What follows belongs to an exercise in optimizing a design on an open flow for a short achievable clock period and few clock cycles; a production flow would make more cautious choices. The RTL was checked by simulation tests, not by an equivalence proof against the original design. Power figures rest on the tool's default switching activity, not on a simulated workload.

==> job 2314: inputs <==
// TOP_MIPS
module TOP_MIPS (
    input           CLK,
    input           Reset,
    output   [31:0] imem_addr,
    input    [31:0] imem_rdata,
    output   [31:0] dmem_addr,
    output   [31:0] dmem_wdata,
    output          dmem_we,
    input    [31:0] dmem_rdata
);
    localparam MB = 93;     
    reg  [31:0] pcF;
    reg  [31:0] instD, pcp4D;
    reg         validD;              
    reg  [31:1] rsOhD, rtOhD;        
    wire [31:1] rfValid;             
    reg         eA, eB, mA, mB;      
    reg  [31:0] aE, bE, maE, mbE;    
    reg  [31:0] addrE, wdataE;       
    reg  [4:0]  destE;
    reg         wrE, isLwE, isMulE, weE, cinE, isSltE;
    reg  [31:0] resM;                
    reg  [4:0]  destM;
    reg         wrM, isMulM;
    reg  [MB-1:0] rowsM;
    wire [31:0] pcp4F  = pcF + 32'd4;
    wire [31:0] instF  = imem_rdata;
    wire [4:0]  rsF    = instF[25:21];
    wire [4:0]  rtF    = instF[20:16];
    wire        jF     = (instF[31:26] == 6'b000010);
    wire [31:0] jtargF = {pcp4F[31:28], instF[25:0], 2'b00};
    wire [5:0]  opD  = instD[31:26];
    wire [4:0]  rsD  = instD[25:21];
  ...
clock: 20.0 ns
lec_check: 0
abc_clock_period_in_ps: 4000
cap_margin: 20
core_margin: 2
core_utilization: 40
slew_margin: 20
tns_end_percent: 50
standard.sh (not shown) runs the stock make flow with config.mk's settings and CLKGATE_MAP_FILE= SYNTH_SCRIPT=/design/flow/synth_recipe.tcl, a recipe that flattens the netlist after the stock synthesis.
==> flow/flow/run.sh <==
#!/bin/bash
set -euo pipefail
bash standard.sh synth > synth.log 2>&1
bash standard.sh SETUP_SLACK_MARGIN=14.8 finish > layout.log 2>&1
==> job 5175: changes against job 2314 <==
--- a/flow/design.v
+++ b/flow/design.v
@@ -33,14 +33,16 @@
     assign S  = p[0] ^ c[W-1:0];
     assign CO = c[W];
 endmodule
 module register_file (
   input  wire        clk,
   input  wire        reset,
-  input  wire [31:1] A1,
+  input  wire [31:1] A1,           
   input  wire [31:1] A2,
+  input  wire [31:1] A1n,          
+  input  wire [31:1] A2n,
   input  wire [4:0]  A3,
   input  wire        WE3,
   input  wire [31:0] WD3,
   output reg  [31:0] RD1,
   output reg  [31:0] RD2,
   output reg  [31:1] valid
@@ -48,14 +50,14 @@
   reg [31:0] regfile [1:31];
   integer i;
   always @(*) begin
     RD1 = 32'd0;
     RD2 = 32'd0;
     for (i = 1; i < 32; i = i + 1) begin
-      RD1 = RD1 | ({32{A1[i]}} & regfile[i]);
-      RD2 = RD2 | ({32{A2[i]}} & regfile[i]);
+      RD1 = RD1 | ({{16{~A1n[i]}}, {16{A1[i]}}} & regfile[i]);
+      RD2 = RD2 | ({{16{~A2n[i]}}, {16{A2[i]}}} & regfile[i]);
     end
   end
   always @(posedge clk) begin
     if (WE3 && A3 != 5'd0) regfile[A3] <= WD3;
   end
   always @(posedge clk or negedge reset) begin
@@ -1105,18 +1107,21 @@
     output   [31:0] dmem_wdata,
     output          dmem_we,
     input    [31:0] dmem_rdata
 );
     localparam MB = 93;     
     reg  [31:0] pcF;
+    reg  [31:0] pcOut;               
     reg  [31:0] instD, pcp4D;
     reg         validD;              
     reg  [31:1] rsOhD, rtOhD;        
+    reg  [31:1] rsOhDn, rtOhDn;      
     wire [31:1] rfValid;             
     reg         eA, eB, mA, mB;      
     reg  [31:0] aE, bE, maE, mbE;    
+    reg  [31:0] axbE, aabE;          
     reg  [31:0] addrE, wdataE;       
     reg  [4:0]  destE;
     reg         wrE, isLwE, isMulE, weE, cinE, isSltE;
     reg  [31:0] resM;                
     reg  [4:0]  destM;
     reg         wrM, isMulM;
@@ -1149,13 +1154,13 @@
     wire useRsD = isRD | isAddiD | isMemD | brCmpD;
     wire useRtD = isRD | isSwD | brCmpD;
     wire [31:0] rfA, rfB;
     wire [31:0] resultM;
     register_file rf (
         .clk(CLK), .reset(Reset), .valid(rfValid),
-        .A1(rsOhD), .A2(rtOhD),
+        .A1(rsOhD), .A2(rtOhD), .A1n(rsOhDn), .A2n(rtOhDn),
         .A3(destM), .WE3(wrM), .WD3(resultM),
         .RD1(rfA), .RD2(rfB)
     );
     wire lwE  = isLwE & wrE;
     wire mulE = isMulE & wrE;
     wire mulM = isMulM & wrM;
@@ -1197,22 +1202,32 @@
             validD <= 1'b0;
         end else if (!stallD) begin
             pcF    <= brTakenD ? brTargD : jF ? jtargF : pcp4F;
             validD <= ~brTakenD;
         end
     end
+    always @(posedge CLK) begin
+        if (!Reset)
+            pcOut <= 32'd0;
+        else if (!stallD)
+            pcOut <= brTakenD ? brTargD : jF ? jtargF : pcp4F;
+    end
     wire [31:1] wrOhM = wrM ? onehot(destM) : 31'd0;
     always @(posedge CLK) begin
         if (!stallD) begin
-            instD <= instF;
-            pcp4D <= pcp4F;
-            rsOhD <= onehot(rsF) & (rfValid | wrOhM);
-            rtOhD <= onehot(rtF) & (rfValid | wrOhM);
+            instD  <= instF;
+            pcp4D  <= pcp4F;
+            rsOhD  <= onehot(rsF) & (rfValid | wrOhM);
+            rtOhD  <= onehot(rtF) & (rfValid | wrOhM);
+            rsOhDn <= ~(onehot(rsF) & (rfValid | wrOhM));
+            rtOhDn <= ~(onehot(rtF) & (rfValid | wrOhM));
         end else begin
-            rsOhD <= rsOhD | (onehot(rsD) & wrOhM);
-            rtOhD <= rtOhD | (onehot(rtD) & wrOhM);
+            rsOhD  <= rsOhD | (onehot(rsD) & wrOhM);
+            rtOhD  <= rtOhD | (onehot(rtD) & wrOhM);
+            rsOhDn <= rsOhDn & ~(onehot(rsD) & wrOhM);
+            rtOhDn <= rtOhDn & ~(onehot(rtD) & wrOhM);
         end
     end
     always @(posedge CLK or negedge Reset) begin
         if (!Reset) begin
             eA <= 1'b0; eB <= 1'b0; mA <= 1'b0; mB <= 1'b0;
         end else if (stallD) begin
@@ -1243,26 +1258,26 @@
             weE     <= isSwD & ~stallD;
         end
     end
     always @(posedge CLK) begin
         aE      <= rsvD;
         bE      <= opbD;
+        axbE    <= rsvD ^ opbD;
+        aabE    <= rsvD & opbD;
         maE     <= isMulD ? rsvD : 32'd0;     
         mbE     <= isMulD ? rtvD : 32'd0;
         addrE   <= addrD;
         wdataE  <= rtvD;
         destE   <= destD;
         cinE    <= invD;
         isSltE  <= isSltD;
     end
     wire [31:0] sumE;
     wire        coE;
     adder #(32) addE (.A(aE), .B(bE), .CI(cinE), .S(sumE), .CO(coE));
     assign aluResE = isSltE ? {31'd0, ~coE} : sumE;    
-    wire [31:0] axbE = aE ^ bE;
-    wire [31:0] aabE = aE & bE;
     function aluEq(input [31:0] k);
         reg [31:0] t, c;
         begin
             t = axbE ^ k;                        
             c = aabE | (axbE & t);               
             if (isSltE) aluEq = (k[31:1] == 31'd0) & (k[0] == ~coE);
@@ -1283,11 +1298,11 @@
         resM    <= isLwE ? dmem_rdata : aluResE;
         destM   <= destE;
         rowsM   <= rowsE;
     end
     mul_s2 mul2 (.r(rowsM), .p(mulResM));
     assign resultM = isMulM ? mulResM : resM;
-    assign imem_addr  = pcF;
+    assign imem_addr  = pcOut;
     assign dmem_addr  = addrE;
     assign dmem_wdata = wdataE;
     assign dmem_we    = weE;
 endmodule
==> flow/flow/run.sh (replaced) <==
#!/bin/bash
set -euo pipefail
bash standard.sh synth > synth.log 2>&1
bash standard.sh SETUP_SLACK_MARGIN=15 "BUFFER_PORTS_ARGS=-buffer_cell sky130_fd_sc_hd__buf_4" finish > layout.log 2>&1
--- a/flow/config.mk
+++ b/flow/config.mk
@@ -7,7 +7,7 @@
 export LEC_CHECK = 0
 export ABC_CLOCK_PERIOD_IN_PS = 4000
 export CAP_MARGIN = 20
 export CORE_MARGIN = 2
 export CORE_UTILIZATION = 40
 export SLEW_MARGIN = 20
-export TNS_END_PERCENT = 50
+export TNS_END_PERCENT = 100
==> run summary <==
Outcome: job 2314 no timing/DRC/antenna violations; job 5175 no timing/DRC/antenna violations
Number of signal-net buffers in the layout: job 2314 427; job 5175 422
Post-CTS setup buffers: job 2314 57; job 5175 11
Final estimated routing congestion in global placement: job 2314 1.03; job 5175 1.01
Master of the slowest instance on the critical path: job 2314 sky130_fd_sc_hd__dfxtp_2; job 5175 sky130_fd_sc_hd__dfxtp_4
Crit-path max FO: job 2314 27; job 5175 1
Signal buf overhead: job 2314 4.24%; job 5175 3.55%
Reg2reg end: job 2314 pcF[4]; job 5175 addrE[26]
Largest stage delay on the critical path: job 2314 0.90 ns; job 5175 0.46 ns
Origin of the critical flop-to-flop path: job 2314 rtOhD[3]; job 5175 rsOhD[13]
Maximum resistive drop on vdd: job 2314 0.0000869 V; job 5175 0.000103 V
Number of global-route vias before repair: job 2314 70527; job 5175 74369
Clock Skew: job 2314 0.0846 ns; job 5175 0.0476 ns
Power share of the clock group: job 2314 40.7%; job 5175 41.8%
Wire length of the first global-routing pass: job 2314 546 mm; job 5175 601 mm
Fraction of area in registers: job 2314 42.4%; job 5175 42.4%
Worst slack after detailed placement: job 2314 13.10 ns; job 5175 13.90 ns
Number of clock sinks seen by CTS: job 2314 1521; job 5175 1678
Testbench counts of job 2314, summed over its fixed seeds: cycles 17,775.
Testbench counts of job 5175, summed over its fixed seeds: cycles 17,775.

========
==> v11: inputs <==
TOP_MIPS with an RTL version that a note above also has.
Design TOP_MIPS, start of the top module:
module TOP_MIPS (
    input           CLK,
    input           Reset,
    output   [31:0] imem_addr,
    input    [31:0] imem_rdata,
    output   [31:0] dmem_addr,
    output   [31:0] dmem_wdata,
    output          dmem_we,
    input    [31:0] dmem_rdata
);
    localparam MB = 93;     
    reg  [31:0] pcF;
    reg  [31:0] pcOut;               
    reg  [31:0] instD, pcp4D;
    reg         validD;              
    reg  [31:1] rsOhD, rtOhD;        
    reg  [31:1] rsOhDn, rtOhDn;      
    wire [31:1] rfValid;             
    reg         eA, eB, mA, mB;      
    reg  [31:0] aE, bE, maE, mbE;    
    reg  [31:0] axbE, aabE;          
    reg  [31:0] addrE, wdataE;       
    reg  [4:0]  destE;
    reg         wrE, isLwE, isMulE, weE, cinE, isSltE;
    reg  [31:0] resM;                
    reg  [4:0]  destM;
    reg         wrM, isMulM;
    reg  [MB-1:0] rowsM;
    wire [31:0] pcp4F  = pcF + 32'd4;
    wire [31:0] instF  = imem_rdata;
    wire [4:0]  rsF    = instF[25:21];
    wire [4:0]  rtF    = instF[20:16];
    wire        jF     = (instF[31:26] == 6'b000010);
    wire [31:0] jtargF = {pcp4F[31:28], instF[25:0], 2'b00};
    wire [5:0]  opD  = instD[31:26];
    wire [4:0]  rsD  = instD[25:21];
    wire [4:0]  rtD  = instD[20:16];
    wire [4:0]  rdD  = instD[15:11];
    wire [5:0]  fnD  = instD[5:0];
    wire [31:0] immD = {{16{instD[15]}}, instD[15:0]};
    wire isRD    = validD & (opD == 6'h00);
    wire isAddiD = validD & (opD == 6'h08);
    wire isLwD   = validD & (opD == 6'h23);
    wire isSwD   = validD & (opD == 6'h2B);
    wire isBeqD  = validD & (opD == 6'h04);
    wire isMulD  = isRD & (fnD == 6'h1C);
    wire isSubD  = isRD & (fnD == 6'h22);
    wire isSltD  = isRD & (fnD == 6'h2A);
    wire isMemD  = isLwD | isSwD;
    wire sameD   = (rsD == rtD);
  ...
export LEC_CHECK = 0
export ABC_CLOCK_PERIOD_IN_PS = 4000
export CAP_MARGIN = 20
export CORE_MARGIN = 2
export CORE_UTILIZATION = 50
export SLEW_MARGIN = 20
export TNS_END_PERCENT = 100
create_clock -name core_clock -period 20.0 [get_ports {CLK}]
==> flow/flow/run.sh <==
#!/bin/bash
set -euo pipefail
bash standard.sh synth > synth.log 2>&1
bash standard.sh SETUP_SLACK_MARGIN=15 "BUFFER_PORTS_ARGS=-buffer_cell sky130_fd_sc_hd__buf_4" finish > layout.log 2>&1
==> v8 (differences from v11) <==
--- a/flow/config.mk
+++ b/flow/config.mk
@@ -8,6 +8,8 @@
 export ABC_CLOCK_PERIOD_IN_PS = 4000
 export CAP_MARGIN = 20
 export CORE_MARGIN = 2
-export CORE_UTILIZATION = 50
+export CORE_UTILIZATION = 40
+export CTS_CLUSTER_DIAMETER = 100
+export CTS_CLUSTER_SIZE = 20
 export SLEW_MARGIN = 20
 export TNS_END_PERCENT = 100
==> v5 (differences from v11) <==
--- a/flow/config.mk
+++ b/flow/config.mk
@@ -8,6 +8,8 @@
 export ABC_CLOCK_PERIOD_IN_PS = 4000
 export CAP_MARGIN = 20
 export CORE_MARGIN = 2
-export CORE_UTILIZATION = 50
+export CORE_UTILIZATION = 40
+export CTS_CLUSTER_DIAMETER = 100
+export CTS_CLUSTER_SIZE = 25
 export SLEW_MARGIN = 20
 export TNS_END_PERCENT = 100
==> qor summary <==
item                                                                v5                  v11                   v8
Outcome                               no timing/DRC/antenna violations  no timing/DRC/antenna violations  no timing/DRC/antenna violations
Worst flop-to-flop path endpoint                pcOut[30]$_SDFFE_PN0P_  pcF[30]$_DFFE_PN0P_  pcF[27]$_DFFE_PN0P_
Clock network power share                                        29.7%                41.4%                30.9%
Clock latency on the worst-skew pair                           0.81 ns              0.89 ns              0.83 ns
First-pass GRT wire length                                      595 mm               591 mm               596 mm
Post-Place Setup Slack                                        13.90 ns             13.43 ns             13.90 ns
Pre-Repair DR Iteration Count                                       14                   12                   17
Post-layout power                                            0.00715 W            0.00861 W            0.00727 W
Post-route cell area                                         0.102 mm²            0.105 mm²            0.102 mm²
Min Tclk post-route                                            5.40 ns              5.45 ns              5.40 ns
Met2 layer usage reported by global route                        51.5%                65.0%                51.6%
Drt first-iter violations                                        13800                14200                14100
CP max stage delay                                             0.47 ns              0.48 ns              0.47 ns
Post-CTS Repair Setup Buffers                                       14                   22                   14
Fraction of met1 tracks used by global routing                   46.8%                58.0%                46.5%
Filler Cell Count                                                21400                15600                21400
Switching portion of total power                                 28.6%                27.0%                28.4%
Final worst clock skew                                       0.0442 ns            0.0847 ns            0.0492 ns
Gr usage total                                                   36.3%                45.6%                36.3%
RR Startpoint                                       rsOhDn[22]$_DFF_P_   rsOhDn[14]$_DFF_P_   rsOhDn[22]$_DFF_P_
Power density of the placed cells                          69.9 mW/mm²          81.7 mW/mm²          71.0 mW/mm²
Source of the critical timing path                  wdataE[19]$_DFF_P_    wdataE[0]$_DFF_P_   wdataE[19]$_DFF_P_
Antenna violations before repair                                    33                   34                   34
ClkCell Share                                                    2.59%                5.94%                2.86%
Worst reg-to-reg path cell count                                    17                   16                   17
Testbench counts of v11, summed over its fixed seeds: cycles 17,775.
Testbench counts of v8, summed over its fixed seeds: cycles 17,775.
Testbench counts of v5, summed over its fixed seeds: cycles 17,775.

[separate check: timing with driven ports]
The flow's constraints put no driver on any port. The routed layouts listed below were extracted and timed again, unchanged, in two steps. Step 1 sets driving cells, clkbuf_16 on the clock port and buf_2 on the other inputs (assumed; they add their load-dependent delay and slew). Step 2 times the ports against the registers' clock, not the clock port: input delays grow and output delays shrink by t, the midpoint of the rising clock arrivals with the driver on. a / b / c = no drivers / after step 1 / after step 2; a / b = the first two.
run	t, ns	setup slack, ns	worst setup path after step 2	latest minus earliest clock arrival (ns)	worst data-port slew with drivers (ns)
job 2314	0.941	14.497 / 14.428 / 13.688	input to register	0.084 / 0.085	0.09
job 5175	0.964	14.549 / 14.456 / 13.963	input to register	0.049 / 0.049	0.11
v11	0.942	14.550 / 14.457 / 14.115	input to register	0.085 / 0.085	0.10
v8	0.906	14.597 / 14.499 / 14.026	input to register	0.050 / 0.050	0.10
v5	0.888	14.604 / 14.507 / 14.012	input to register	0.046 / 0.046	0.11
After both steps every run listed still meets setup and hold. The setup slack of job 2314, which loses most, moves by -0.069 ns with the drivers and by -0.809 ns with both steps.
